From an optimization exercise on the open Yosys and OpenROAD flow, aimed at small area; shortcuts taken in it are not production practice.
Function was checked by simulation only, so behaviour that the tests miss may differ from the original.
Power is estimated from default activity; no workload was simulated.

==> design.v <==
module hamming84_encoder(
    input  wire [3:0] data_in,
    output wire [7:0] code_out
);
  wire d0 = data_in[0];
  wire d1 = data_in[1];
  wire d2 = data_in[2];
  wire d3 = data_in[3];
  wire p0 = d0 ^ d1 ^ d3;    
  wire p1 = d0 ^ d2 ^ d3;    
  wire p2 = d1 ^ d2 ^ d3;    
  wire [6:0] h = {d3, d2, d1, p2, d0, p1, p0};
  wire p3 = ^h;              
  assign code_out = {p3, h};
endmodule
module hamming84_decoder(
    input  wire [7:0] code_in,         
    output reg  [3:0] data_out,        
    output reg        error_corrected, 
    output reg        double_error     
);
  wire s0 = code_in[0] ^ code_in[2] ^ code_in[4] ^ code_in[6];   
  wire s1 = code_in[1] ^ code_in[2] ^ code_in[5] ^ code_in[6];   
  wire s2 = code_in[3] ^ code_in[4] ^ code_in[5] ^ code_in[6];   
  wire [2:0] syndrome = {s2, s1, s0};   
  wire overall_parity = ^code_in;       
  wire two_bit_err = (syndrome != 3'b000) && (overall_parity == 1'b0);
  wire single_bit_err = overall_parity == 1'b1;
  reg [7:0] corrected;
  always @* begin
    corrected       = code_in;
    error_corrected = 1'b0;
    double_error    = 1'b0;
    if (two_bit_err) begin
      double_error = 1'b1;
    end
    else if (single_bit_err) begin
      if (syndrome != 3'b000) begin
        corrected[syndrome-1] = ~corrected[syndrome-1];
      end else begin
        corrected[7] = ~corrected[7];
      end
      error_corrected = 1'b1;
    end
    data_out = { corrected[6],   
                 corrected[5],   
                 corrected[4],   
                 corrected[2]    
               };
  end
endmodule
module nibble_splitter(
  input  wire [7:0] data_in,      
  output wire [3:0] low_nibble,   
  output wire [3:0] high_nibble   
);
  assign low_nibble  = data_in[3:0];
  assign high_nibble = data_in[7:4];
endmodule
module bit_joiner #(
  parameter LOW_WIDTH  = 4,
  parameter HIGH_WIDTH = 4
) (
  input  wire [LOW_WIDTH-1:0]  low_bits,
  input  wire [HIGH_WIDTH-1:0] high_bits,
  input  wire                  low_ok,
  input  wire                  high_ok,
  output wire 						 join_ok,
  output wire [LOW_WIDTH+HIGH_WIDTH-1:0] data_out
);
assign data_out = (low_ok && high_ok) ? {high_bits, low_bits} : {LOW_WIDTH+HIGH_WIDTH{1'b0}};
assign join_ok = low_ok & high_ok;
endmodule
module uart_sampling_tick #(
    parameter SYS_FREQ  = 50000000,
    parameter BAUD_RATE = 921600,
    parameter CLOCK     = SYS_FREQ/BAUD_RATE,
    parameter SAMPLE    = 32,
	 parameter BAUD_DVSR = (SYS_FREQ * 2 + SAMPLE * BAUD_RATE) / (2 * SAMPLE * BAUD_RATE)
) (
    input wire      clk, reset_n,
    output wire     s_tick
);
    parameter N = $clog2(BAUD_DVSR);
    reg [N-1:0] cnt_reg;
    wire [N-1:0] cnt_next;
    always @(posedge clk or negedge reset_n) begin
        if (~reset_n) begin
            cnt_reg<=0;
        end
        else cnt_reg <= cnt_next;
    end
    assign cnt_next = (cnt_reg == (BAUD_DVSR-1)) ? 0 : (cnt_reg + 1);
    assign s_tick = (cnt_reg == (BAUD_DVSR-1)) ? 1'b1 : 1'b0;
endmodule
module uart_tx #(
  parameter DATA_SIZE       = 8,
            BIT_COUNT_SIZE  = $clog2(DATA_SIZE+1)
  )  (
  input                         clk, s_tick,  
  input                         reset_n, 
  input                         tx_start,  
  input   [DATA_SIZE - 1 : 0]   data_in,  
  output wire                   tx, 
  output wire                   tx_done_tick        
);
reg [DATA_SIZE-1:0]           TX_shift_reg, TX_shift_next; 
reg [BIT_COUNT_SIZE - 1:0]    bit_count; 
reg [4:0]                     sample_count;
reg                           tx_reg;  
wire [BIT_COUNT_SIZE - 1:0]   bit_count_next;
wire [4:0]                    sample_count_next;
wire                          tx_next;
reg                       load_TX_shift_reg;
reg                       inc_bit_count;
reg                       clr_bit_count;
reg                       inc_sample_count;
reg                       clr_sample_count;
reg                       add_start_bit_tx;
reg                       add_data_bit_tx;
reg                       add_stop_bit_tx;
reg                       shift;
reg                       tx_done;
reg [1:0]                 state, next_state;
localparam [1:0] 
  IDLE      = 2'b00,
  START     = 2'b01,
  DATA      = 2'b10,
  STOP      = 2'b11;
always @(posedge clk or negedge reset_n) begin 
  if(~reset_n) begin
    state <= IDLE;
  end
  else if (s_tick) begin
    state <= next_state;
  end
end
always @(posedge clk or negedge reset_n) begin
  if (~reset_n) begin
    bit_count <= 0;
    sample_count <= 0;
    TX_shift_reg <= {(DATA_SIZE){1'b1}};
    tx_reg <= 1'b1;
  end
  else if (s_tick) begin
    bit_count <= bit_count_next;
    sample_count <= sample_count_next;
    TX_shift_reg <= TX_shift_next;
    tx_reg <= tx_next;
  end
end
assign bit_count_next = (clr_bit_count) ? 0 : (inc_bit_count) ? bit_count + 1'b1 : bit_count;
assign sample_count_next = (clr_sample_count) ? 0 : (inc_sample_count) ? sample_count + 1'b1 : sample_count;
assign tx_next = (add_start_bit_tx) ? 1'b0 : (add_data_bit_tx) ? TX_shift_reg[0] : (add_stop_bit_tx) ? 1'b1 : tx_reg;
always @* begin
  if (load_TX_shift_reg) begin
    TX_shift_next = data_in;
  end
  else if (shift) begin
    TX_shift_next = {1'b1,TX_shift_reg[DATA_SIZE-1:1]};
  end
  else begin
    TX_shift_next = TX_shift_reg;
  end
end
assign tx = tx_reg;  
always @* begin 
  inc_sample_count    = 0;
  clr_sample_count    = 0;
  inc_bit_count       = 0;
  clr_bit_count       = 0;
  load_TX_shift_reg   = 0;
  shift               = 0;
  add_start_bit_tx    = 0;
  add_data_bit_tx     = 0;
  add_stop_bit_tx     = 0;
  tx_done             = 0;
  case (state)
    IDLE: begin
      if (tx_start) begin
        load_TX_shift_reg = 1;
        next_state = START;
      end
      else begin
        next_state = IDLE;
      end
    end
    START: begin
      add_start_bit_tx = 1;
      if (sample_count == 5'd15) begin
        clr_sample_count = 1;
        inc_bit_count = 1;
        next_state = DATA;
      end
      else begin
        inc_sample_count = 1;
        next_state = START;
      end
    end
    DATA: begin
      add_data_bit_tx = 1;
      if (sample_count == 5'd15) begin
        clr_sample_count = 1;
        if (bit_count == 4'd8) begin
          clr_bit_count = 1;
          next_state = STOP;
        end
        else begin
          shift = 1;
          inc_bit_count = 1;
          next_state = DATA;
        end
      end
      else begin
        inc_sample_count = 1;
        next_state = DATA;
      end
    end
    STOP: begin
      add_stop_bit_tx = 1;
      if (sample_count == 5'd31) begin
        clr_sample_count = 1;
        tx_done = 1;
        next_state = IDLE;
      end
      else begin
        inc_sample_count = 1;
        next_state = STOP;
      end    
    end
    default : next_state = IDLE;
  endcase
end
assign tx_done_tick = tx_done;  
endmodule 
module uart_rx #(
  parameter DATA_SIZE       = 8,
            BIT_COUNT_SIZE  = $clog2(DATA_SIZE)
  )  (
  input                         clk, s_tick,  
  input                         reset_n, 
  input                         rx,
  input                         rx_start,
  output [DATA_SIZE- 1:0]       data_out,
  output wire                   rx_done_tick       
);
reg [DATA_SIZE-1:0]         RX_shift_reg, RX_shift_next;
reg [BIT_COUNT_SIZE:0]      bit_count;
reg [3:0]                   sample_count;
wire [BIT_COUNT_SIZE:0]     bit_count_next;
wire [3:0]                  sample_count_next;
reg                       load_RX_shift_reg;
reg                       inc_bit_count;
reg                       clr_bit_count;
reg                       inc_sample_count;
reg                       clr_sample_count;
reg                       shift;
reg                       rx_done;
reg [1:0]                 state, next_state;
assign rx_done_tick = rx_done;
localparam [1:0] 
  IDLE      = 2'b00,
  START     = 2'b01,
  DATA      = 2'b10,
  STOP      = 2'b11;
always @(posedge clk or negedge reset_n) begin 
  if(~reset_n) begin
    state <= IDLE;
  end
  else if (s_tick) begin
    state <= next_state;
  end
end
always @(posedge clk or negedge reset_n) begin
  if (~reset_n) begin
    bit_count <= 0;
    sample_count <= 0;
    RX_shift_reg <= 0;
  end
  else if (s_tick) begin
    bit_count <= bit_count_next;
    sample_count <= sample_count_next;
    RX_shift_reg <= RX_shift_next;
  end
end
assign bit_count_next = (clr_bit_count) ? 0 : (inc_bit_count) ? bit_count + 1'b1 : bit_count;
assign sample_count_next = (clr_sample_count) ? 0 : (inc_sample_count) ? sample_count + 1'b1 : sample_count;
always @* begin
  if (load_RX_shift_reg) begin
    RX_shift_next = RX_shift_reg; 
  end
  else if (shift) begin
    RX_shift_next = {rx,RX_shift_reg[DATA_SIZE-1: 1]};
  end
  else begin
    RX_shift_next = RX_shift_reg;
  end
end
assign data_out = RX_shift_reg;  
always @* begin 
  inc_sample_count    = 0;
  clr_sample_count    = 0;
  inc_bit_count       = 0;
  clr_bit_count       = 0;
  load_RX_shift_reg   = 0;
  shift               = 0;
  rx_done             = 0;
  case (state)
    IDLE: begin
      if (~rx_start) begin
        next_state        = IDLE;
      end
      else begin
        if (rx == 1'b0) begin
          next_state      = START;
        end
        else begin
          next_state      = IDLE;
        end
      end
    end
    START: begin
      if (rx == 1'b1) begin  
        clr_sample_count  = 1'b1;
        next_state        = IDLE;
      end
      else begin
        if (sample_count == 4'd7) begin
          clr_sample_count= 1'b1;
          next_state      = DATA;
        end
        else begin
          inc_sample_count = 1;
          next_state      = START;
        end
      end
    end
    DATA: begin
      if (sample_count == 4'd15) begin
        if (bit_count == 4'd8) begin 
            clr_sample_count  = 1'b1;
            clr_bit_count     = 1'b1;
            next_state  = STOP;
        end
        else begin
            shift           = 1;
            inc_bit_count   = 1;
            clr_sample_count= 1;
            next_state      = DATA;
        end
      end
      else begin
        inc_sample_count    = 1;
        next_state        = DATA;
      end
    end
    STOP: begin
      if (sample_count == 4'd15) begin
        clr_sample_count = 1;
        rx_done = 1;
        next_state = IDLE;
      end
      else begin
        inc_sample_count = 1;
        next_state = STOP;
      end
    end
    default : next_state  = IDLE;
  endcase
end
assign rx_done_tick = rx_done;  
endmodule 
module uart_fifo #(
  parameter DATA_SIZE   = 8,
            SIZE_FIFO   = 16,
            ADDR_WIDTH  = $clog2(SIZE_FIFO)
  )  (
  input                             clk, s_tick,
  input                             reset_n, 
  input  [DATA_SIZE - 1 : 0]        w_data,
  input                             wr,
  input                             rd,
  output  [DATA_SIZE - 1 : 0]       r_data,
  output wire                       full,
  output wire                       empty     
);
reg [DATA_SIZE - 1 : 0]   fifo [SIZE_FIFO - 1 : 0];
reg [ADDR_WIDTH -1:0] w_ptr_reg, w_ptr_next, w_ptr_succ;
reg [ADDR_WIDTH -1:0] r_ptr_reg, r_ptr_next, r_ptr_succ;
reg full_reg, full_next;
reg empty_reg, empty_next;
wire wr_en;
always @(posedge clk or negedge reset_n) begin
  if (~reset_n) begin
    w_ptr_reg <= 0;
    r_ptr_reg <= 0;
    full_reg <= 0;
    empty_reg <= 1;
  end
  else if (s_tick) begin
    if (wr_en) fifo[w_ptr_reg] <= w_data;
    w_ptr_reg <= w_ptr_next;
    r_ptr_reg <= r_ptr_next;
    full_reg <= full_next;
    empty_reg <= empty_next;
  end  
end
assign wr_en = wr & (~full_reg | rd);  
assign full = full_reg;
assign empty = empty_reg;
assign r_data = fifo[r_ptr_reg];
always @(*) begin
  w_ptr_succ = w_ptr_reg + 1'b1;
  r_ptr_succ = r_ptr_reg + 1'b1;
  w_ptr_next = w_ptr_reg;
  r_ptr_next = r_ptr_reg;
  full_next = full_reg;
  empty_next = empty_reg;
  case ({wr, rd}) 
    2'b01: begin  
      if (~empty_reg) begin
        r_ptr_next = r_ptr_succ;
        full_next = 0;
        if (r_ptr_succ == w_ptr_reg) empty_next = 1;
      end
    end
    2'b10: begin  
      if (~full_reg) begin
        w_ptr_next = w_ptr_succ;
        empty_next = 0;
        if (w_ptr_succ == r_ptr_reg) full_next = 1;
      end
    end
    2'b11: begin  
      if (empty_reg) begin  
        w_ptr_next = w_ptr_succ;
        empty_next = 0;
      end
      else begin
        w_ptr_next = w_ptr_succ;
        r_ptr_next = r_ptr_succ;
      end
    end
  endcase
end
endmodule 
module uart_fifo_out #(
  parameter DATA_SIZE   = 10,
            SIZE_FIFO   = 16,
            ADDR_WIDTH  = $clog2(SIZE_FIFO)
  )  (
  input                             clk, s_tick,
  input                             reset_n, 
  input  [DATA_SIZE - 1 : 0]        w_data,
  input                             wr,
  input                             rd,
  output  [DATA_SIZE - 1 : 0]       r_data,
  output wire                       full,
  output wire                       empty     
);
reg [DATA_SIZE - 1 : 0]   fifo [SIZE_FIFO - 1 : 0];
reg [ADDR_WIDTH -1:0] w_ptr_reg, w_ptr_next, w_ptr_succ;
reg [ADDR_WIDTH -1:0] r_ptr_reg, r_ptr_next, r_ptr_succ;
reg full_reg, full_next;
reg empty_reg, empty_next;
wire wr_en;
always @(posedge clk or negedge reset_n) begin
  if (~reset_n) begin
    w_ptr_reg <= 0;
    r_ptr_reg <= 0;
    full_reg <= 0;
    empty_reg <= 1;
  end
  else if (s_tick) begin
    if (wr_en) fifo[w_ptr_reg] <= w_data;
    w_ptr_reg <= w_ptr_next;
    r_ptr_reg <= r_ptr_next;
    full_reg <= full_next;
    empty_reg <= empty_next;
  end  
end
assign wr_en = wr & (~full_reg | rd);  
assign full = full_reg;
assign empty = empty_reg;
assign r_data = fifo[r_ptr_reg];
always @(*) begin
  w_ptr_succ = w_ptr_reg + 1'b1;
  r_ptr_succ = r_ptr_reg + 1'b1;
  w_ptr_next = w_ptr_reg;
  r_ptr_next = r_ptr_reg;
  full_next = full_reg;
  empty_next = empty_reg;
  case ({wr, rd}) 
    2'b01: begin  
      if (~empty_reg) begin
        r_ptr_next = r_ptr_succ;
        full_next = 0;
        if (r_ptr_succ == w_ptr_reg) empty_next = 1;
      end
    end
    2'b10: begin  
      if (~full_reg) begin
        w_ptr_next = w_ptr_succ;
        empty_next = 0;
        if (w_ptr_succ == r_ptr_reg) full_next = 1;
      end
    end
    2'b11: begin  
      if (empty_reg) begin  
        w_ptr_next = w_ptr_succ;
        empty_next = 0;
      end
      else begin
        w_ptr_next = w_ptr_succ;
        r_ptr_next = r_ptr_succ;
      end
    end
  endcase
end
endmodule 
module uart_trans #(
  parameter DATA_SIZE       = 8,
            SIZE_FIFO       = 16,
            SYS_FREQ        = 50000000,
            BAUD_RATE       = 115200, 
            SAMPLE          = 16,
            BAUD_DVSR       = SYS_FREQ/(SAMPLE*BAUD_RATE)
  )  (
  input 	  							trans,
  input                       clk               ,   
  input                       reset_n           ,   
  input       [DATA_SIZE-1:0] bus_data_in       ,   
  output                      tx                ,   
  output      [2:0]           TX_status_register,
  output								wait_request,
  output reg waiting_nibble,
  output								s_tick
);
wire [DATA_SIZE-1:0] tx_data_in;
wire                 tx_done, tx_full, tx_empty;
reg  [3:0]           sub_highlow;     
wire  [DATA_SIZE-1:0] sub_bus_data;    
reg                  highOrLow;       
reg                  fifo_tx_wr;      
wire						tx_start;
wire	[DATA_SIZE-1:0] data_to_be_mod;			
wire [3:0] low_in, high_in;
assign tx_start = !tx_empty;
nibble_splitter splitter (
  .data_in     (bus_data_in),
  .low_nibble  (low_in),
  .high_nibble (high_in)
);
hamming84_encoder en_tx (
  .data_in  (sub_highlow),
  .code_out (sub_bus_data)
);
uart_sampling_tick #(
  .SYS_FREQ  (SYS_FREQ),
  .BAUD_RATE (BAUD_RATE),
  .SAMPLE    (SAMPLE),
  .BAUD_DVSR (BAUD_DVSR)
) uart_sampling_tick_inst (
  .clk      (clk),
  .reset_n  (reset_n),
  .s_tick   (s_tick)
);
uart_tx #(
  .DATA_SIZE (DATA_SIZE)
) uart_tx_inst (
  .clk          (clk),
  .s_tick       (s_tick),
  .reset_n      (reset_n),
  .tx_start     (tx_start),
  .data_in      (tx_data_in),
  .tx           (tx),
  .tx_done_tick (tx_done)
);
uart_fifo #(
  .DATA_SIZE (DATA_SIZE),
  .SIZE_FIFO (SIZE_FIFO)
) uart_fifo_tx (
  .clk     (clk),
  .s_tick  (s_tick),
  .reset_n (reset_n),
  .w_data  (sub_bus_data),
  .r_data  (tx_data_in),  
  .wr      (fifo_tx_wr),
  .rd      (tx_done),
  .full    (tx_full),
  .empty   (tx_empty)
);
always @(posedge clk or negedge reset_n) begin
  if (!reset_n) 
  begin
    highOrLow   <= 0;
    fifo_tx_wr  <= 0;
    sub_highlow <= 0;
	 waiting_nibble <= 1;
  end 
  else
		begin
			if (waiting_nibble == 0)
				waiting_nibble <= 1;
			if(s_tick) 
				begin
				 fifo_tx_wr <= 0;  
				 if (!tx_full&&trans) 
					 begin
						if (!highOrLow) 
							begin
							  sub_highlow <= low_in;
							  fifo_tx_wr  <= 1;
							  highOrLow   <= 1;  
							end 
						else 
							begin
							  sub_highlow <= high_in;
							  fifo_tx_wr  <= 1;
							  highOrLow   <= 0;  
							  waiting_nibble <= 0;
							end
						end
					end
		end
end
assign wait_request = (trans && waiting_nibble) || tx_full;
assign TX_status_register = {tx_done, tx_empty, tx_full};
endmodule
module uart_re#(
  parameter DATA_SIZE       = 8,
            SIZE_FIFO       = 16,
            BIT_COUNT_SIZE  = $clog2(DATA_SIZE+1),
            SYS_FREQ        = 50000000,
            BAUD_RATE       = 115200, 
            CLOCK           = SYS_FREQ/BAUD_RATE,
            SAMPLE          = 16,
            BAUD_DVSR       = SYS_FREQ/(SAMPLE*BAUD_RATE)
  )  (
  input                       clk               ,
  input                       reset_n           ,
  input                       rx                ,
  input								read_en,
  output      [7:0]           out_rx             ,
  output		reg  [7:0]				real_output,
  output      [2:0]           RX_status_register,
  output      [7:0]           rx_data_out,
  output      [3:0]           sub_low_de1,
  output      [3:0]           sub_high_de1,
  output 	  [7:0]           mstate,
  output 	[9:0]				dout,
  output   dout_empty,
  output   wire double_error,
  output   wire error_corrected,
  output      h_ok,
  output 	  l_ok,
  output			join_ok,
  output			s_tick,
  output			wait_request,
  output reg wait_req,
	output reg read_latch
);
wire [DATA_SIZE-1:0] bus_data_out;
wire                 rx_done;
wire                 rx_full;
wire                 rx_empty;
reg                  fifo_rx_rd;
reg [7:0] real_output_reg;
wire double_error_l, double_error_h,  error_corrected_l, error_corrected_h;
reg  [7:0]	         bus_data_out_high;
reg  [7:0]	         bus_data_out_low;
wire  [3:0]           sub_low_de;
wire  [3:0]           sub_high_de;
assign sub_low_de1 = sub_low_de;
assign sub_high_de1 = sub_high_de;
reg  [1:0]           state;
reg low_ok;
reg high_ok;
assign h_ok = high_ok;
assign l_ok = low_ok;
assign double_error = double_error_h || double_error_l;
assign error_corrected = error_corrected_h||error_corrected_l;
assign outrx = out_rx;
assign RX_status_register = {rx_done, rx_empty, rx_full};
wire [9:0] data_in_fifo;
reg condition;
uart_sampling_tick #(
  .SYS_FREQ   (SYS_FREQ),
  .BAUD_RATE  (BAUD_RATE),
  .CLOCK      (CLOCK),
  .SAMPLE     (SAMPLE),
  .BAUD_DVSR  (BAUD_DVSR)
) uart_sampling_tick_inst (
  .clk      (clk),
  .reset_n  (reset_n),
  .s_tick   (s_tick)
);
uart_rx #(
  .DATA_SIZE (DATA_SIZE)
) uart_rx_inst (
  .clk          (clk),
  .s_tick       (s_tick),
  .reset_n      (reset_n),
  .rx_start     (~rx_full),
  .rx           (rx),
  .data_out     (rx_data_out),
  .rx_done_tick (rx_done)
);
uart_fifo #(
  .DATA_SIZE (DATA_SIZE),
  .SIZE_FIFO (SIZE_FIFO)
) uart_fifo_rx (
  .clk     (clk),
  .s_tick  (s_tick),
  .reset_n (reset_n),
  .w_data  (rx_data_out),
  .r_data  (bus_data_out),
  .wr      (rx_done),
  .rd      (fifo_rx_rd),
  .full    (rx_full),
  .empty   (rx_empty)
);
hamming84_decoder rx_high (
  .code_in  (bus_data_out_high),
  .data_out (sub_high_de),
  .error_corrected (error_corrected_h),
  .double_error (double_error_h)
);
hamming84_decoder rx_low (
  .code_in  (bus_data_out_low),
  .data_out (sub_low_de),
  .error_corrected (error_corrected_l),
  .double_error (double_error_l)
);
bit_joiner join_rx (
  .high_ok	 (high_ok),
  .low_ok	 (low_ok),
  .low_bits  (sub_low_de),
  .high_bits (sub_high_de),
  .data_out  (out_rx),
  .join_ok (join_ok)
);
uart_fifo_out #(
  .DATA_SIZE (10),
  .SIZE_FIFO (SIZE_FIFO)
) uart_fifo_out (
  .clk     (clk),
  .s_tick  (s_tick),
  .reset_n (reset_n),
  .w_data  (data_in_fifo),
  .r_data  (dout),
  .wr      (join_ok),
  .rd      (wait_req),
  .full    (),
  .empty   (dout_empty)
);
always @(posedge clk or negedge reset_n) begin
  if (!reset_n) 
	  begin
		 fifo_rx_rd    <= 0;
		 state         <= 4;
		 wait_req 		<= 0;
		 read_latch <= 0;
		 low_ok <= 0;
		 high_ok <= 0;
		 bus_data_out_low <= 0;
		 bus_data_out_high <= 0;
	  end 
  else
	  begin
			if (read_en)
				read_latch <= 1;
				wait_req <= read_latch;	
		  if(s_tick)  
			begin
				read_latch <= 0;
				 fifo_rx_rd <= 0;
				 if (join_ok) 
					 begin 
						 low_ok<=0;high_ok<=0; state <= 0; 
						 bus_data_out_low<=0;
						 bus_data_out_high<=0;
					 end
				 case (state)
					0: begin
					  if (!rx_empty) 
						  begin
							 fifo_rx_rd     <= 1;
							 bus_data_out_low <= bus_data_out;
							 low_ok <=1;
							 state          <= 1;
						  end
						end
					1: begin
					 if(rx_done) 
						 begin 
							state      <= 2;
						 end
						end
					2: begin
					  if (!rx_empty) 
						  begin
								fifo_rx_rd     <= 1;
								bus_data_out_high <= bus_data_out;
								high_ok <=1;
								state          <= 3;
						  end
					end
					3: begin
							state       <= 4;  
						end
				 endcase
			  end
		end
end
assign mstate = state;
	assign wait_request = (read_en && wait_req);
	assign data_in_fifo = {double_error,error_corrected,out_rx};
endmodule
module uart_secded_top (
  input        clk,
  input        reset_n,              
  input        trans,
  input  [7:0] bus_data_in,
  output       tx,
  output [2:0] tx_status,            
  output       wait_request_write,
  input        rx,
  input        read_en,
  output [2:0] rx_status,            
  output       wait_request_read,
  output [9:0] rx_dout,              
  output       rx_valid              
);
  reg  [4:0] tcnt;
  wire       tick = (tcnt == 5'd19);
  always @(posedge clk or negedge reset_n)
    if (!reset_n) tcnt <= 5'd0;
    else          tcnt <= tick ? 5'd0 : {tcnt[3:0], ~(tcnt[4] ^ tcnt[2])};
  function [3:0] db4(input [3:0] q);
    db4 = {q[2:0], q[3] ^ q[2] ^ (q[2:0] == 3'd0)};
  endfunction
  reg       hol;           
  reg       twr;           
  reg [3:0] nib;
  wire      tx_full, tx_empty, tx_done;
  wire      take = tick & trans & ~tx_full;
  always @(posedge clk or negedge reset_n)
    if (!reset_n) begin
      hol <= 1'b0;
      twr <= 1'b0;
    end else begin
      if (tick) twr <= trans & ~tx_full;
      if (take) hol <= ~hol;
    end
  always @(posedge clk)
    if (take) nib <= hol ? bus_data_in[7:4] : bus_data_in[3:0];
  wire wn = (tcnt == 5'd0) & twr & ~hol;
  assign wait_request_write = (trans & ~wn) | tx_full;
  reg [63:0] tr;
  reg [3:0]  trp;
  reg [4:0]  tcnt_q;           
  wire       tfull  = tcnt_q[4];
  wire       tempty = (tcnt_q == 5'd0);
  wire       tpush = twr & (~tfull | tx_done);
  wire       tpop  = tx_done;         
  wire       tins  = tpush & (tcnt_q[3:0] == ~trp);
  always @(posedge clk)
    tr <= {tr[59:0], tins ? nib : tr[63:60]};
  always @(posedge clk or negedge reset_n)
    if (!reset_n) begin
      trp <= 4'd0; tcnt_q <= 5'd0;
    end else begin
      trp <= trp + {2'd0, tick & tpop, ~(tick & tpop)};
      if (tick & (tpush ^ tpop)) tcnt_q <= tpush ? tcnt_q + 5'd1 : tcnt_q - 5'd1;
    end
  assign tx_full  = tfull;
  assign tx_empty = tempty;
  reg [3:0] tph, tsc;
  reg       txr;
  reg       txbit;
  wire       t_idle  = (tph == 4'd0);
  wire       t_start = (tph == 4'd5);
  wire       t_stop  = (tph[3:1] == 3'd7);
  wire       t_data  = ~t_idle & ~t_start & ~t_stop;
  wire       t_end   = (tsc == 4'd8);
  assign tx_done = (tph == 4'd15) & t_end;
  wire [3:0] hd = tr[63:60];
  reg  [3:0] cmask;
  always @*
    case (tph[2:0])
      3'd6:    cmask = 4'b1011;    
      3'd7:    cmask = 4'b1101;    
      3'd0:    cmask = 4'b0001;    
      3'd1:    cmask = 4'b1110;    
      3'd2:    cmask = 4'b0010;    
      3'd3:    cmask = 4'b0100;    
      3'd4:    cmask = 4'b1000;    
      default: cmask = 4'b0111;    
    endcase
  always @(posedge clk)
    if (t_data & (trp == 4'd15)) txbit <= ^(hd & cmask);
  always @(posedge clk or negedge reset_n)
    if (!reset_n) begin
      tph <= 4'd0; txr <= 1'b1;
    end else if (tick) begin
      if (t_idle)     tph <= tempty ? 4'd0 : 4'd5;
      else if (t_end) tph <= tph + 4'd1;
      txr <= ~t_start & (~t_data | txbit);
    end
  always @(posedge clk)
    if (tick) tsc <= t_idle ? 4'd0 : db4(tsc);
  assign tx        = txr;
  assign tx_status = {tx_done, tx_empty, tx_full};
  reg [3:0] rph, rsc;
  reg [7:0] rsh;
  wire      r_idle  = (rph == 4'd0);
  wire      r_start = (rph == 4'd5);
  wire      r_end   = (rsc == 4'd8);
  wire      rx_done = (rph == 4'd15) & r_end;
  always @(posedge clk or negedge reset_n)
    if (!reset_n) begin
      rph <= 4'd0; rsc <= 4'd10;
    end else if (tick) begin
      if (r_idle | r_start & rx) begin
        rph <= r_idle & ~rx ? 4'd5 : 4'd0;
        rsc <= 4'd10;
      end else begin
        if (r_end) rph <= rph + 4'd1;
        rsc <= db4(rsc);
      end
    end
  always @(posedge clk)
    if (tick & r_end & (rph >= 4'd6) & (rph <= 4'd13)) rsh <= {rx, rsh[7:1]};
  wire s0 = rsh[0] ^ rsh[2] ^ rsh[4] ^ rsh[6];
  wire s1 = rsh[1] ^ rsh[2] ^ rsh[5] ^ rsh[6];
  wire s2 = rsh[3] ^ rsh[4] ^ rsh[5] ^ rsh[6];
  wire [2:0] syn = {s2, s1, s0};
  wire par = ^rsh;
  wire de  = (syn != 3'd0) & ~par;
  wire ec  = par;
  wire [3:0] dd = {rsh[6] ^ (par & (syn == 3'd7)),
                   rsh[5] ^ (par & (syn == 3'd6)),
                   rsh[4] ^ (par & (syn == 3'd5)),
                   rsh[2] ^ (par & (syn == 3'd3))};
  reg       d2;            
  wire      d1 = r_idle & (rsc == 4'd0);
  reg       hph;           
  reg [5:0] lo;            
  always @(posedge clk or negedge reset_n)
    if (!reset_n) begin
      d2 <= 1'b0; hph <= 1'b0;
    end else if (tick) begin
      d2 <= d1;
      if (d1) hph <= ~hph;
    end
  always @(posedge clk)
    if (tick & d1 & ~hph) lo <= {de, ec, dd};
  wire       join_ok = d2 & ~hph;
  wire [9:0] wdata   = {de | lo[5], ec | lo[4], dd, lo[3:0]};
  assign rx_status = {rx_done, ~(d1 | d2), 1'b0};
  reg rlatch, wreq;
  always @(posedge clk or negedge reset_n)
    if (!reset_n) begin
      rlatch <= 1'b0; wreq <= 1'b0;
    end else begin
      rlatch <= ~tick & (read_en | rlatch);
      wreq   <= rlatch;
    end
  assign wait_request_read = read_en & wreq;
  reg [139:0] orr;
  reg [9:0]   hd_q, nx_q;
  reg [4:0]   ocnt;
  reg [3:0]   rwp, rrp;        
  reg         nfetch, opend;
  wire        ofull  = (ocnt == 5'd23);
  wire        oempty = (ocnt == 5'd0);
  wire        opush  = join_ok & (~ofull | wreq);
  wire        opop   = wreq & ~oempty;
  wire        c0     = oempty;
  wire        c1     = (ocnt == 5'd1);
  wire        c2     = (ocnt == 5'd3);
  wire        rpush  = opush & ~c0 & ~c1;
  wire        ntap   = (rrp == 4'd11);
  wire        fetch  = nfetch & ntap;
  wire        pref   = join_ok & (c0 | c1) & ntap;
  wire        ins_ok = ~(nfetch & (rrp == 4'd13));
  wire        oins   = ins_ok & ((join_ok & ~ofull & (rwp == 4'd13)) | (opend & (rwp == 4'd0)));
  always @(posedge clk)
    orr <= {orr[129:0], oins ? wdata : orr[139:130]};
  always @(posedge clk) begin
    if (tick & (opop | c0)) hd_q <= nx_q;
    if (fetch | pref)       nx_q <= orr[119:110];
  end
  function [3:0] inc14(input [3:0] p, input two);
    case (p)
      4'd12:   inc14 = two ? 4'd0 : 4'd13;
      4'd13:   inc14 = two ? 4'd1 : 4'd0;
      default: inc14 = p + (two ? 4'd2 : 4'd1);
    endcase
  endfunction
  always @(posedge clk or negedge reset_n)
    if (!reset_n) begin
      ocnt <= 5'd0; rwp <= 4'd0; rrp <= 4'd0; nfetch <= 1'b0; opend <= 1'b0;
    end else begin
      rwp <= inc14(rwp, tick & rpush);
      rrp <= inc14(rrp, fetch);
      if (tick & opop & ~c1 & ~(c2 & ~opush)) nfetch <= 1'b1;
      else if (fetch)                         nfetch <= 1'b0;
      if (tick & join_ok & ofull & wreq)         opend <= 1'b1;
      else if (ins_ok & (rwp == 4'd0))           opend <= 1'b0;
      if (tick & opush & ~opop) ocnt <= {ocnt[3:0], ~(ocnt[4] ^ ocnt[2])};
      if (tick & opop & ~opush) ocnt <= {~(ocnt[0] ^ ocnt[3]), ocnt[4:1]};
    end
  assign rx_dout  = hd_q;
  assign rx_valid = ~oempty;
endmodule
==> flow/run.sh <==
#!/bin/bash
# The standard ORFS layout (standard.sh), with these changes:
#  * synthesis maps with an area-oriented ABC script (flow/abc_area.script)
#    in place of ORFS's speed script; everything else in synthesis is
#    unchanged, so the registers are those of the standard synthesis;
#    adders are left to ABC too (no ORFS adder cell mapping);
#  * port buffers are sky130_fd_sc_hd__buf_1;
#  * the clock tree is built from clkbuf_4 cells in clusters of up to 12
#    sinks, without dummy loads;
set -euo pipefail
HERE=$(pwd)
rm -rf "$HERE/scripts"
cp -r "$FLOW_HOME/scripts" "$HERE/scripts"
cp "$HERE/flow/abc_area.script" "$HERE/scripts/abc_speed.script"
export SCRIPTS_DIR="$HERE/scripts"
export ADDER_MAP_FILE=
export BUFFER_PORTS_ARGS="-buffer_cell sky130_fd_sc_hd__buf_1"
export CTS_ARGS="-sink_clustering_enable -repair_clock_nets -buf_list sky130_fd_sc_hd__clkbuf_4 -root_buf sky130_fd_sc_hd__clkbuf_4 -tree_buf sky130_fd_sc_hd__clkbuf_4 -sink_clustering_size 12 -sink_clustering_max_diameter 35 -dont_use_dummy_load"
bash standard.sh > standard.log 2>&1
==> flow/abc_area.script <==
&get -n
&st
&syn2
&dch
&nf -R 1000 -p -a -F 8 -A 8
&put
topo
dnsize -c
==> standard.sh <==
#!/bin/bash
# synth_recipe.tcl (not shown) runs the flow's synth.tcl, then flattens the netlist and writes it again
# the make line also repeats each setting of config.mk as NAME=value (left out here)
make -C /OpenROAD-flow-scripts/flow DESIGN_CONFIG=/design/flow/config.mk WORK_HOME=/design/flow/orfs CLKGATE_MAP_FILE= SYNTH_SCRIPT=/design/flow/synth_recipe.tcl "${@:-finish}"
==> config.mk <==
export PLATFORM = sky130hd
export DESIGN_NAME = uart_secded_top
export DESIGN_NICKNAME = uart_secded_top
export VERILOG_FILES = /design/flow/design.v
export SDC_FILE = /design/flow/constraint.sdc
export NUM_CORES = 4
export LEC_CHECK = 0
export CAP_MARGIN = 20
export CORE_MARGIN = 2
export CORE_UTILIZATION = 65
export PLACE_DENSITY = 0.75
export SLEW_MARGIN = 20
==> constraint.sdc <==
create_clock -name core_clock -period 20.0 [get_ports {clk}]
set_input_delay 4.0000 -clock core_clock [delete_from_list [all_inputs] [get_ports {clk}]]
set_output_delay 4.0000 -clock core_clock [all_outputs]
set_load 0.01 [all_outputs]
==> results of run 1 <==
## cell families (layout without fill, tap and decap cells)
kind of cell / count (synthesis) / in the layout / share of synthesized area (%)
flops: 295 / 295 / 79.97
simple gates: 139 / 139 / 8.364
compound gates: 60 / 60 / 4.289
xor+xnor: 38 / 38 / 4.045
mux: 19 / 19 / 2.555
buf+inv: 11 / 75 / 0.7300
other cells: 1 / 1 / 0.04558
## how the worst max path moves through the flow
stage / start / depth (start not counted) / slack, ns / to
5_1_grt: read_en / 3 / 11.60 / wait_request_read
3_3_place_gp: read_en / 3 / 11.65 / wait_request_read
2_1_floorplan: read_en / 1 / 11.83 / wait_request_read
3_5_place_dp: read_en / 3 / 11.64 / wait_request_read
4_1_cts: read_en / 3 / 11.64 / wait_request_read
6_report: read_en / 3 / 11.65 / wait_request_read
## Yosys cell counts
cell type	instances
sky130_fd_sc_hd__dfxtp_1	204
sky130_fd_sc_hd__nand2_1	30
sky130_fd_sc_hd__a21boi_0	1
sky130_fd_sc_hd__or3_1	1
sky130_fd_sc_hd__a21o_1	4
sky130_fd_sc_hd__nand3_1	7
sky130_fd_sc_hd__xor2_1	10
sky130_fd_sc_hd__o31ai_1	1
sky130_fd_sc_hd__and3_1	3
sky130_fd_sc_hd__nor3_1	8
sky130_fd_sc_hd__and4_1	3
sky130_fd_sc_hd__a211oi_1	4
sky130_fd_sc_hd__dfstp_2	3
sky130_fd_sc_hd__nor2b_1	6
sky130_fd_sc_hd__o211a_1	1
sky130_fd_sc_hd__o21ai_0	18
sky130_fd_sc_hd__nand2b_1	8
sky130_fd_sc_hd__o41ai_1	1
sky130_fd_sc_hd__nor4_1	8
sky130_fd_sc_hd__buf_1	2
sky130_fd_sc_hd__nand3b_1	2
sky130_fd_sc_hd__edfxtp_1	43
sky130_fd_sc_hd__a311oi_1	1
sky130_fd_sc_hd__nor3b_1	3
sky130_fd_sc_hd__nand4b_1	1
sky130_fd_sc_hd__xnor2_1	28
sky130_fd_sc_hd__a31oi_1	6
sky130_fd_sc_hd__conb_1	1
sky130_fd_sc_hd__mux2i_1	3
sky130_fd_sc_hd__clkinv_1	4
sky130_fd_sc_hd__or2_0	2
sky130_fd_sc_hd__buf_4	5
sky130_fd_sc_hd__mux2_1	16
sky130_fd_sc_hd__and4b_1	1
sky130_fd_sc_hd__nor2_1	45
sky130_fd_sc_hd__nand4_1	2
sky130_fd_sc_hd__and2_0	7
sky130_fd_sc_hd__dfrtp_1	45
sky130_fd_sc_hd__nor4b_1	2
sky130_fd_sc_hd__a21oi_1	21
sky130_fd_sc_hd__o22a_1	2
## cells in the final DEF (no fill, tap or decap), types with 4 or more instances in the layout
cell                       netlist  layout
sky130_fd_sc_hd__dfrtp_1        45      45
sky130_fd_sc_hd__nor4_1          8       7
sky130_fd_sc_hd__mux2_1         16      16
sky130_fd_sc_hd__clkbuf_4        0      37
sky130_fd_sc_hd__o21ai_0        18      17
sky130_fd_sc_hd__and2_0          7       7
sky130_fd_sc_hd__nor2b_1         6       6
sky130_fd_sc_hd__nand2_1        30      30
sky130_fd_sc_hd__buf_1           2      30
sky130_fd_sc_hd__dfxtp_1       204     204
sky130_fd_sc_hd__nand3_1         7       7
sky130_fd_sc_hd__nor2_1         45      45
sky130_fd_sc_hd__a21oi_1        21      21
sky130_fd_sc_hd__nor3_1          8       8
sky130_fd_sc_hd__nand2b_1        8       8
sky130_fd_sc_hd__xnor2_1        28      28
sky130_fd_sc_hd__a211oi_1        4       4
sky130_fd_sc_hd__clkinv_1        4       4
sky130_fd_sc_hd__a21o_1          4       4
sky130_fd_sc_hd__a31oi_1         6       6
sky130_fd_sc_hd__edfxtp_1       43      43
sky130_fd_sc_hd__xor2_1         10      10
## per-stage QoR
| step | hold WS [ns] | area, µm² | std cells | power (mW) | utilization, % |
|---|---|---|---|---|---|
| floorplan | 0.3096 | 8228 | 563 | 0.6195 | - |
| global placement | 0.3097 | 8538 | 762 | 0.6229 | 68.49 |
| detailed placement | 0.3121 | 8538 | 762 | 0.6234 | 68.49 |
| CTS | 0.2620 | 8816 | 799 | 0.8683 | 70.72 |
| global route | 0.2611 | 8826 | 799 | 0.8959 | 70.80 |
| finish | 0.2665 | 8826 | 799 | 0.8568 | 70.80 |
## cell type report
class | count | share of cell area (%)
Tap cell | 172 | 2.438
Clock buffer | 37 | 3.147
Multi-Input combinational cell | 257 | 18.10
Inverter | 4 | 0.1701
Sequential cell | 295 | 74.55
Timing Repair Buffer | 34 | 1.588
## where the power goes
part	leakage (nW)	switching, mW	internal, mW
clock network	0.170	0.161	0.0858
logic	0.658	0.00423	0.00250
registers	2.61	0.00151	0.602
## registers in the layout, summed over array words and instances, names as in the netlist, 4 cells and up
register,cells
hd_q,10
lo,6
nib,4
nx_q,10
ocnt,5
orr,140
rph,4
rrp,4
rsc,4
rsh,8
rwp,4
tcnt,5
tcnt_q,5
tph,4
tr,64
trp,4
tsc,4
## per-layer routing
metal  vias to the layer above  global-route usage, %  part of all wire [%]
li1                       2038                      -                     -
met1                      1933                  23.82                    47
met2                        88                  28.37                    47
met3                        21                  4.411                   4.2
met4                         0                  6.746                   1.8
met5                         -                      0                     0
==> insert_results.sql, run 1 <==
INSERT INTO impl_metrics (metric_group, metric, value, unit) VALUES
('grt', 'grt_start_max_net_pins', '49', ''),
('logic_synthesis', 'post-synth-top-area-cell', 'sky130_fd_sc_hd__dfxtp_1', ''),
('routing', 'firstDrtPassIters', '4', ''),
('logic_synthesis', 'synth_top_area_share', '49.64', '%'),
('logic_synthesis', 'avgSynthCellArea', '14.61', 'µm²'),
('routing', 'drt.antenna.violating_nets', '0', ''),
('cts', 'cts-buffers-inserted', '37', ''),
('sta', 'timing.slew.headroom', '30.01', '%'),
('critical_path', 'crit_arrival', '4.35', 'ns'),
('sta', 'totalNegativeSetupSlack', '0', 'ns'),
('sta', 'hold_viol', '0', ''),
('logic_synthesis', 'synthesis.instances', '563', ''),
('finish', 'antenna_cells', '0', ''),
('finish', 'area_of_combinational_cells_with_multiple_inputs', '1598', 'µm²'),
('cts', 'clock_tree.root_cell', 'sky130_fd_sc_hd__clkbuf_4', ''),
('cts', 'htree_levels', '2', ''),
('logic_synthesis', 'yosys-top-cells-area', 'sky130_fd_sc_hd__dfxtp_1 50%, sky130_fd_sc_hd__edfxtp_1 16%, sky130_fd_sc_hd__dfrtp_1 14%', ''),
('die', 'initial_utilization', '66.00', '%'),
('critical_path', 'cp_startpoint_kind', 'primary input', ''),
('hold_path', 'hold_start', 'orr[13]', ''),
('cts', 'cts_tree', 'yes', ''),
('critical_path', 'reg2reg_slack', '16.96', 'ns'),
('placed_design', 'pre_cts_slack', '11.64', 'ns'),
('sta', 'timing.final.ws_setup', '11.65', 'ns'),
('sta', 'final.period_utilization', '41.77', '%'),
('critical_path', 'critical_path_s_slowest_cell', 'sky130_fd_sc_hd__buf_1', ''),
('hold_path', 'worstHoldPathCells', '0', ''),
('cts', 'postCtsHoldBufs', '0', ''),
('die', 'die_w', '116.5', 'µm'),
('critical_path', 'worst-path-buf-inv', '2', ''),
('die', 'floorplan.die_area', '13570', 'µm²'),
('cts', 'worst_setup_hold_path_clk_slew', '0.11', 'ns'),
('run_status', 'status', 'timing/DRC/antenna clean', ''),
('die', 'die_height', '116.5', 'µm'),
('cts', 'cts_buffer_depth', '3', ''),
('critical_path', 'r2r-end', 'ocnt[3]', ''),
('logic_synthesis', 'ys_seq_elements', '295', ''),
('critical_path', 'crit_family', 'buffers and inverters', ''),
('finish', 'syn2layout_area_growth', '7.269', '%'),
('critical_path', 'worstPathCellList', 'buf_1, and2_0, buf_1', ''),
('die', 'num_io_pins', '33', ''),
('hold_path', 'whs_endpoint', 'orr[23]', ''),
('grt', 'global_route.usage.total', '17.75', '%'),
('critical_path', 'rr_startpoint', 'tcnt[2]', ''),
('power_and_ir_drop', 'ir_drop_worst_vdd', '63.45', 'µV'),
('critical_path', 'setup.worst_path.end_class', 'output pin', ''),
('logic_synthesis', 'synth_seq_area_share', '79.97', '%'),
('critical_path', 'timing.critical_path.slowest_cell_delay', '0.15', 'ns'),
('placed_design', 'port_buffers', '31', ''),
('sta', 'post-route-min-period', '8.354', 'ns'),
('flow_run', 'cap_viol_max_count', '0', ''),
('routing', 'drt-initial-drc-count', '305', ''),
('finish', 'finish.net_count', '642', ''),
('power_and_ir_drop', 'leakage', '3.440', 'nW'),
('routing', 'avgRoutedWirePerCell', '13.76', 'µm'),
('critical_path', 'path_type_of_the_worst_setup_path', 'in2out', ''),
('grt', 'vias_in_the_first_global_route', '4083', ''),
('placed_design', 'hpwl_after_dpl', '6.985', 'mm'),
('placed_design', 'final_replace_weighted_congestion', '0.8123', ''),
('critical_path', 'worst_r2r_path_depth', '7', ''),
('die', 'placeableCoreArea', '12470', 'µm²'),
('routing', 'avgViaCountPerCell', '5.106', ''),
('sta', 'rsz0062_at_grt', 'false', ''),
('grt', 'first_pass_grt_wire_length', '18.93', 'mm'),
('cts', 'clock_sinks', '295', ''),
('cts', 'clkLatencyLatePin', '0.56', 'ns'),
('routing', 'detail_route.drc_violations', '0', ''),
('hold_path', 'hp-class', 'reg2reg', ''),
('sta', 'slew_viol_final', '0', ''),
('cts', 'cts_post_setup_buffers_inserted', '0', ''),
('logic_synthesis', 'post_synth_instance_area', '8228', 'µm²');
==> inputs of run 2 (changes only) <==
--- a/design.v
+++ b/design.v
@@ -902,14 +902,17 @@
     if (t_data & (trp == 4'd15)) txbit <= ^(hd & cmask);
   always @(posedge clk or negedge reset_n)
     if (!reset_n) begin
-      tph <= 4'd0; txr <= 1'b1;
+      tph <= 4'd0; tsc <= 4'd0; txr <= 1'b1;
     end else if (tick) begin
-      if (t_idle)     tph <= tempty ? 4'd0 : 4'd5;
-      else if (t_end) tph <= tph + 4'd1;
+      if (t_idle) begin
+        tph <= tempty ? 4'd0 : 4'd5;
+        tsc <= 4'd0;
+      end else begin
+        if (t_end) tph <= tph + 4'd1;
+        tsc <= db4(tsc);
+      end
       txr <= ~t_start & (~t_data | txbit);
     end
-  always @(posedge clk)
-    if (tick) tsc <= t_idle ? 4'd0 : db4(tsc);
   assign tx        = txr;
   assign tx_status = {tx_done, tx_empty, tx_full};
   reg [3:0] rph, rsc;
@@ -970,16 +973,16 @@
   assign wait_request_read = read_en & wreq;
   reg [139:0] orr;
   reg [9:0]   hd_q, nx_q;
-  reg [4:0]   ocnt;
+  reg [4:0]   ocnt;            
   reg [3:0]   rwp, rrp;        
   reg         nfetch, opend;
-  wire        ofull  = (ocnt == 5'd23);
+  wire        ofull  = ocnt[4];
   wire        oempty = (ocnt == 5'd0);
   wire        opush  = join_ok & (~ofull | wreq);
   wire        opop   = wreq & ~oempty;
   wire        c0     = oempty;
   wire        c1     = (ocnt == 5'd1);
-  wire        c2     = (ocnt == 5'd3);
+  wire        c2     = (ocnt == 5'd2);
   wire        rpush  = opush & ~c0 & ~c1;
   wire        ntap   = (rrp == 4'd11);
   wire        fetch  = nfetch & ntap;
@@ -1009,8 +1012,7 @@
       else if (fetch)                         nfetch <= 1'b0;
       if (tick & join_ok & ofull & wreq)         opend <= 1'b1;
       else if (ins_ok & (rwp == 4'd0))           opend <= 1'b0;
-      if (tick & opush & ~opop) ocnt <= {ocnt[3:0], ~(ocnt[4] ^ ocnt[2])};
-      if (tick & opop & ~opush) ocnt <= {~(ocnt[0] ^ ocnt[3]), ocnt[4:1]};
+      if (tick) ocnt <= ocnt + {4'd0, opush & ~opop} - {4'd0, opop & ~opush};
     end
   assign rx_dout  = hd_q;
   assign rx_valid = ~oempty;
==> flow/run.sh (replaced) <==
#!/bin/bash
# The standard ORFS layout (standard.sh), with three changes:
#  * synthesis maps with an area-oriented ABC script (flow/abc_area.script)
#    in place of ORFS's speed script; everything else in synthesis is
#    unchanged, so the registers are those of the standard synthesis;
#    adders are left to ABC too (no ORFS adder cell mapping);
#  * port buffers are sky130_fd_sc_hd__buf_1;
#  * the clock tree is built from clkbuf_4 cells, with clkbuf_8 cells driving clusters of up to 20
#    sinks, without dummy loads.
# Each tool's output is in orfs/logs/...; make's output is in standard.log.
set -euo pipefail
HERE=$(pwd)
rm -rf "$HERE/scripts"
cp -r "$FLOW_HOME/scripts" "$HERE/scripts"
cp "$HERE/flow/abc_area.script" "$HERE/scripts/abc_speed.script"
export SCRIPTS_DIR="$HERE/scripts"
export ADDER_MAP_FILE=
export BUFFER_PORTS_ARGS="-buffer_cell sky130_fd_sc_hd__buf_1"
export CTS_ARGS="-sink_clustering_enable -repair_clock_nets -buf_list sky130_fd_sc_hd__clkbuf_4 -root_buf sky130_fd_sc_hd__clkbuf_4 -tree_buf sky130_fd_sc_hd__clkbuf_4 -sink_clustering_buffer sky130_fd_sc_hd__clkbuf_8 -sink_clustering_size 20 -sink_clustering_max_diameter 40 -dont_use_dummy_load"
bash standard.sh > standard.log 2>&1
==> insert_results.sql, run 2 <==
INSERT INTO impl_metrics (metric_group, metric, value, unit) VALUES
('die', 'die_w', '116.8', 'µm'),
('routing', 'drt.antenna.violating_nets', '0', ''),
('cts', 'postCtsHoldBufs', '0', ''),
('logic_synthesis', 'post-synth-top-area-cell', 'sky130_fd_sc_hd__dfxtp_1', ''),
('routing', 'drt-initial-drc-count', '237', ''),
('routing', 'avgViaCountPerCell', '5.146', ''),
('grt', 'grt_start_max_net_pins', '53', ''),
('cts', 'cts_tree', 'yes', ''),
('die', 'placeableCoreArea', '12520', 'µm²'),
('cts', 'clock_sinks', '295', ''),
('logic_synthesis', 'synth_top_area_share', '49.36', '%'),
('finish', 'fillCellCount', '840', ''),
('sta', 'hold_viol', '0', ''),
('logic_synthesis', 'synthesis.instances', '574', ''),
('logic_synthesis', 'synth.net_count', '587', ''),
('placed_design', 'placedCellCount', '773', ''),
('power_and_ir_drop', 'leakage', '3.537', 'nW'),
('flow_run', 'cap_viol_max_count', '0', ''),
('die', 'die_height', '116.8', 'µm'),
('routing', 'routed-via-count', '4112', ''),
('cts', 'postCtsResizedCells', '0', ''),
('critical_path', 'path_type_of_the_worst_setup_path', 'in2out', ''),
('power_and_ir_drop', 'power_density', '98.61', 'nW/µm²'),
('finish', 'seqCellArea', '6560', 'µm²'),
('finish', 'area_of_combinational_cells_with_multiple_inputs', '1655', 'µm²'),
('finish', 'max_ffs_per_register', '140', ''),
('logic_synthesis', 'synth_warnings', '1', ''),
('cts', 'cts_post_setup_buffers_inserted', '0', ''),
('cts', 'worst_setup_hold_path_clk_slew', '0.08', 'ns'),
('cts', 'cts_buffer_depth', '3', ''),
('sta', 'final.period_utilization', '41.83', '%'),
('placed_design', 'final_replace_weighted_congestion', '0.7958', ''),
('grt', 'global_route.usage.total', '18.17', '%'),
('cts', 'htree_levels', '1', ''),
('sta', 'fin_worst_skew', '0.05156', 'ns'),
('die', 'initial_utilization', '66.09', '%'),
('finish', 'final_layout_size_suffix_gt1_share', '5.423', '%'),
('run_status', 'status', 'timing/DRC/antenna clean', ''),
('finish', 'top_regs', 'orr (140), tr (64)', ''),
('placed_design', 'port_buffers', '31', ''),
('cts', 'clkLatencyLatePin', '0.65', 'ns'),
('cts', 'clock_tree.root_cell', 'sky130_fd_sc_hd__clkbuf_4', ''),
('sta', 'slew_viol_final', '0', ''),
('logic_synthesis', 'synth_edf_count', '39', ''),
('routing', 'avgRoutedWirePerCell', '14.63', 'µm'),
('finish', 'finish.net_count', '642', ''),
('finish', 'most_common_cell_after_layout_fill_and_taps_aside', 'sky130_fd_sc_hd__dfxtp_1', ''),
('finish', 'regMostFlops', 'orr', ''),
('placed_design', 'hpwl_after_dpl', '7.447', 'mm'),
('logic_synthesis', 'netlist-cell-type-count', '43', ''),
('finish', 'fin_cells', '799', ''),
('logic_synthesis', 'synthTopCellsByCount', '204 x sky130_fd_sc_hd__dfxtp_1, 49 x sky130_fd_sc_hd__dfrtp_1, 39 x sky130_fd_sc_hd__edfxtp_1, 39 x sky130_fd_sc_hd__nor2_1, 37 x sky130_fd_sc_hd__nand2_1', ''),
('die', 'floorplan.die_area', '13650', 'µm²'),
('critical_path', 'biggest_fanout_along_the_worst_timing_path', '2', ''),
('grt', 'first_pass_grt_wire_length', '19.53', 'mm'),
('sta', 'rsz0062_at_grt', 'false', ''),
('sta', 'totalNegativeSetupSlack', '0', 'ns'),
('sta', 'setup_violators_final', '0', ''),
('logic_synthesis', 'synth_seq_area_share', '79.30', '%'),
('grt', 'grt_overflow_total', '0', ''),
('grt', 'antenna_found_initial', '0', ''),
('critical_path', 'setup.worst_path.end_class', 'output pin', ''),
('sta', 'highest_clock_rate', '119.5', 'MHz'),
('finish', 'fin_util', '71.30', '%'),
('logic_synthesis', 'ys_seq_elements', '295', ''),
('finish', 'syn2layout_area_growth', '7.880', '%'),
('power_and_ir_drop', 'ir_drop_worst_vdd', '79.69', 'µV'),
('hold_path', 'hp-class', 'reg2reg', ''),
('routing', 'detail_route.wirelength', '11.69', 'mm'),
('logic_synthesis', 'yosys-top-cells-area', 'sky130_fd_sc_hd__dfxtp_1 49%, sky130_fd_sc_hd__dfrtp_1 15%, sky130_fd_sc_hd__edfxtp_1 14%', ''),
('sta', 'post-route-min-period', '8.366', 'ns'),
('critical_path', 'crit_arrival', '4.37', 'ns'),
('finish', 'antenna_cells', '0', ''),
('cts', 'cts-buffers-inserted', '26', ''),
('grt', 'vias_in_the_first_global_route', '4114', ''),
('logic_synthesis', 'synth.most_common_cell', 'sky130_fd_sc_hd__dfxtp_1', ''),
('routing', 'firstDrtPassIters', '4', ''),
('critical_path', 'cp_startpoint_kind', 'primary input', ''),
('logic_synthesis', 'async_sr_flop_fraction', '17.63', '%'),
('sta', 'max_slew.worst_pin.slew', '0.9611', 'ns'),
('sta', 'timing.slew.headroom', '35.69', '%'),
('die', 'number_of_standard_cell_rows_in_the_floorplan', '41', ''),
('logic_synthesis', 'post_synth_instance_area', '8273', 'µm²'),
('routing', 'detail_route.drc_violations', '0', ''),
('finish', 'layout.cells.most_common_list', '204 x sky130_fd_sc_hd__dfxtp_1, 49 x sky130_fd_sc_hd__dfrtp_1, 39 x sky130_fd_sc_hd__edfxtp_1', ''),
('logic_synthesis', 'most_used_flip_flop_cell_after_synthesis', 'sky130_fd_sc_hd__dfxtp_1', ''),
('critical_path', 'cp_data_required_time', '16.00', 'ns'),
('die', 'num_io_pins', '33', ''),
('logic_synthesis', 'avgSynthCellArea', '14.41', 'µm²');
## run 2: changes by cell type after synthesis, moves of 3 or more
cell,delta
sky130_fd_sc_hd__nand2_1,+7
sky130_fd_sc_hd__a22o_1,+4
sky130_fd_sc_hd__edfxtp_1,-4
sky130_fd_sc_hd__dfrtp_1,+4
sky130_fd_sc_hd__xor2_1,+6
sky130_fd_sc_hd__xnor2_1,-3
sky130_fd_sc_hd__nor2_1,-6
sky130_fd_sc_hd__nor3_1,+3
sky130_fd_sc_hd__nand3_1,+5
sky130_fd_sc_hd__a21oi_1,+4
## run 2: logic make-up after synthesis
kind of cell | Yosys count | share of synthesized area [%]
xor+xnor | 41 | 4.341
flops | 295 | 79.30
mux | 18 | 2.420
buf+inv | 11 | 0.7260
other cells | 1 | 0.04533
simple gates | 142 | 8.394
compound gates | 66 | 4.779
## run 2: layout make-up
cell class | count | share of cell area (%)
inverters | 4 | 0.1682
repair buffers | 34 | 1.570
multi-input cells | 268 | 18.55
well taps | 172 | 2.411
flip-flops and latches | 295 | 73.50
clock buffers | 26 | 3.799
## run 2: power by group
part | switching, mW | internal [mW]
registers | 0.00175 | 0.601
clock network | 0.163 | 0.108
logic | 0.00413 | 0.00257
## run 2: worst paths after layout
kind | slack (ns) | depth (start not counted) | startpoint | to
hold reg to reg | 0.29 | 0 | orr[107] | orr[117]
max in group asynchronous | 16.06 | 2 | reset_n | rph[3]
min in group asynchronous | 3.46 | 2 | reset_n | hol
hold / removal | 0.29 | 0 | orr[107] | orr[117]
setup / recovery | 11.63 | 3 | read_en | wait_request_read
setup reg to reg | 17.02 | 5 | tph[1] | tr[2]
## run 2: metal layers
layer,track usage (%),vias to the layer above,wire [µm]
met4,6.980,0,335
met3,3.708,23,478
met2,29.25,80,5456
li1,-,2054,-
met5,0,-,0
met1,24.76,1955,5420
## run 2: per-stage QoR
step	setup slack (ns)	hold WS (ns)	cell area, µm²	total power [mW]
finish	11.63	0.2915	8925	0.8801
global route	11.59	0.2988	8925	0.9135
CTS	11.64	0.2959	8922	0.8883
detailed placement	11.64	0.3121	8583	0.6228
global placement	11.65	0.3104	8583	0.6223
floorplan	11.83	0.3096	8273	0.6188
## run 2: critical path, stage by stage
cell and delay, ns:
sky130_fd_sc_hd__buf_1 0.09, sky130_fd_sc_hd__and2_0 0.13, sky130_fd_sc_hd__buf_1 0.15

-- static timing again, ports no longer ideal --
Ports are ideal in the flow. The routed layouts listed here were re-timed in OpenROAD.
Step 1 (the two cells are an assumption about what drives the block):
set clk [get_ports {clk}]
set_driving_cell -lib_cell sky130_fd_sc_hd__clkbuf_16 $clk
set_driving_cell -lib_cell sky130_fd_sc_hd__buf_2 [delete_from_list [all_inputs] $clk]
Step 2 moves the port delays by t, midway between the first and last clock arrival at a register: inputs arrive t later, outputs are due t later. That takes back most of the time a late clock gives input paths.
Three values: ideal ports, drivers, drivers and shift; two values: the first two.
run	t (ns)	slack for setup (ns)	worst setup path at the end	latest minus earliest clock arrival (ns)
run 1	0.558	11.646 / 11.617 / 11.617	input to output	0.079 / 0.079
run 2	0.657	11.634 / 11.611 / 11.611	input to output	0.054 / 0.054
After both steps setup and hold are still met in every run listed. For run 1, which loses most, drivers alone change the setup slack by -0.029 ns; drivers and shift together by -0.029 ns.
